Source: an optimization exercise on an open RTL-to-GDS flow (aim: small area). Production flows keep margins and buffers that such runs may drop.
RTL that was checked went through simulation tests only; none was proved equivalent to the original.

Design matched_filter_despreader_sync, start of the top module:
module matched_filter_despreader_sync (sample_i, sample_q, input_sample_valid,clk,reset,
										despread_sample_i, despread_sample_q, despread_sample_valid);
Size in the first run: ~2300 cells after synthesis, roughly 680 flip-flops, roughly 0.031 mm2 of cells after synthesis.
Settings: LEC_CHECK=0, CAP_MARGIN=20, CORE_MARGIN=2, CORE_UTILIZATION=60, SLEW_MARGIN=20, SYNTH_HIERARCHICAL=1; clock period 10.0 ns.
standard.sh (not shown) runs the stock make flow with config.mk's settings and CLKGATE_MAP_FILE= SYNTH_SCRIPT=/design/flow/synth_recipe.tcl, a recipe that flattens the netlist after the stock synthesis.
==> flow/flow/run.sh <==
#!/bin/bash
# Own flow: the standard layout, with a leaner clock tree (no dummy loads,
# clusters of about 12 sinks per clkbuf_4) and the smallest buffer on each port.
# The ORFS output goes to standard.log in this folder.
export CTS_ARGS="-sink_clustering_enable -repair_clock_nets -dont_use_dummy_load -buf_list sky130_fd_sc_hd__clkbuf_4 -sink_clustering_size 12 -sink_clustering_max_diameter 40"
export BUFFER_PORTS_ARGS="-buffer_cell sky130_fd_sc_hd__buf_1"
bash standard.sh > standard.log 2>&1
Next try:
==> flow/flow/run.sh (replaced) <==
#!/bin/bash
# Own flow: the standard layout, with a leaner clock tree (no dummy loads,
# clusters of about 16 sinks per clkbuf_8) and the smallest buffer on each port.
# The ORFS output goes to standard.log in this folder.
export CTS_ARGS="-sink_clustering_enable -repair_clock_nets -dont_use_dummy_load -buf_list sky130_fd_sc_hd__clkbuf_8 -sink_clustering_size 16 -sink_clustering_max_diameter 50"
export BUFFER_PORTS_ARGS="-buffer_cell sky130_fd_sc_hd__buf_1"
bash standard.sh > standard.log 2>&1
Outcome: Utilization came out higher by 0.33 points. Non-clock buffer count does not change. Global-route usage is about the same. Clock-buffer cell count fell by 27. First-iteration DRC count drops by 2.5%.

---

== P ==
Another version of the RTL of matched_filter_despreader_sync (not shown whole).
Size: roughly 2300 cells after synthesis, ~680 flip-flops, ~100 I/O pins.
export LEC_CHECK = 0
export CAP_MARGIN = 20
export CORE_MARGIN = 2
export CORE_UTILIZATION = 85
export SLEW_MARGIN = 20
export SYNTH_HIERARCHICAL = 1
create_clock -name core_clock -period 10.0 [get_ports {clk}]
==> flow/flow/run.sh <==
#!/bin/bash
# Own flow: the standard layout, with a leaner clock tree (no dummy loads,
# clusters of about 16 sinks per clkbuf_8) and the smallest buffer on each port.
# The ORFS output goes to standard.log in this folder.
export CTS_ARGS="-sink_clustering_enable -repair_clock_nets -dont_use_dummy_load -buf_list sky130_fd_sc_hd__clkbuf_8 -sink_clustering_size 16 -sink_clustering_max_diameter 50"
export BUFFER_PORTS_ARGS="-buffer_cell sky130_fd_sc_hd__buf_1"
bash standard.sh > standard.log 2>&1
> inputs changed (P -> Q)
# P
export LEC_CHECK = 0
export CAP_MARGIN = 20
export CORE_MARGIN = 2
export CORE_UTILIZATION = 85
export SLEW_MARGIN = 20
export SYNTH_HIERARCHICAL = 1
create_clock -name core_clock -period 10.0 [get_ports {clk}]
# Q
export LEC_CHECK = 0
export ABC_AREA = 1
export CAP_MARGIN = 20
export CORE_MARGIN = 2
export CORE_UTILIZATION = 85
export SLEW_MARGIN = 20
export SYNTH_HIERARCHICAL = 1
create_clock -name core_clock -period 10.0 [get_ports {clk}]
==> summary.txt <==
Delta (Q minus P): cell depth of the worst hold path stayed essentially flat, proportion of synthesized area in mux cells fell by 2.5 points, maximum frequency rose by 2.1%. Against P, Q comes in 190 ps lower on time the worst path needs with I/O delays and setup. Relative to P, the path length in cells of the critical path of Q is higher by 5. Q vs P — post-route worst setup slack rose 190 ps.

---

## sierra
matched_filter_despreader_sync, a different RTL version from the one above (not shown whole).
For scale: roughly 680 flip-flops, ~100 I/O pins.
==> flow/config.mk <==
export PLATFORM = sky130hd
export DESIGN_NAME = matched_filter_despreader_sync
export DESIGN_NICKNAME = matched_filter_despreader_sync
export VERILOG_FILES = /design/flow/design.v
export SDC_FILE = /design/flow/constraint.sdc
export NUM_CORES = 4
export LEC_CHECK = 0
export CAP_MARGIN = 20
export CORE_MARGIN = 2
export CORE_UTILIZATION = 60
export SLEW_MARGIN = 20
export SYNTH_HIERARCHICAL = 1
==> flow/constraint.sdc <==
create_clock -name core_clock -period 10.0 [get_ports {clk}]
set_input_delay 2.0000 -clock core_clock [delete_from_list [all_inputs] [get_ports {clk}]]
set_output_delay 2.0000 -clock core_clock [all_outputs]
set_load 0.01 [all_outputs]
==> flow/flow/run.sh <==
#!/bin/bash
export CTS_ARGS="-sink_clustering_enable -repair_clock_nets -dont_use_dummy_load -buf_list sky130_fd_sc_hd__clkbuf_8"
bash standard.sh > standard.log 2>&1
Every stage of the flow completed for sierra, and the final layout passed the timing, DRC and antenna checks.
Input-level comparison between violet and sierra:
==> flow/flow/run.sh <==
#!/bin/bash
export CTS_ARGS="-sink_clustering_enable -repair_clock_nets -dont_use_dummy_load -buf_list sky130_fd_sc_hd__clkbuf_8 -sink_clustering_size 20 -sink_clustering_max_diameter 60"
bash standard.sh > standard.log 2>&1
Notes after the runs:
Global-route wire length before repair, sierra and violet: larger value in sierra
Compared with sierra, violet shows a area added between synthesis and finish that is 2.6 points lower.
No run of this note included a check of the RTL's function; only the layout flow was run.

## what the ideal ports hide
In the flow no input, the clock included, has a driving cell. The finished layouts below were timed again as built, in two steps. Step 1 assumes that a clkbuf_16 drives the clock port and a buf_2 every other input. Step 2 also shifts input and output timing later by t, the mid clock arrival at the registers, as if the neighbouring blocks saw the same clock. a / b / c = ideal / step 1 / step 2; a / b = the first two.
run	t (ns)	setup WS [ns]	slew at the worst register clock pin (ns)
the first run of note 1	0.863	0.532 / 0.532 / 0.532	0.12 / 0.12
the second run of note 1	0.726	0.546 / 0.546 / 0.546	0.10 / 0.10
P	0.695	0.769 / 0.769 / 0.769	0.11 / 0.11
Q	0.733	0.958 / 0.958 / 0.958	0.11 / 0.11
sierra	0.718	0.886 / 0.886 / 0.886	0.07 / 0.07
violet	0.689	0.942 / 0.942 / 0.942	0.12 / 0.12
After both steps setup and hold are still met in every run listed.
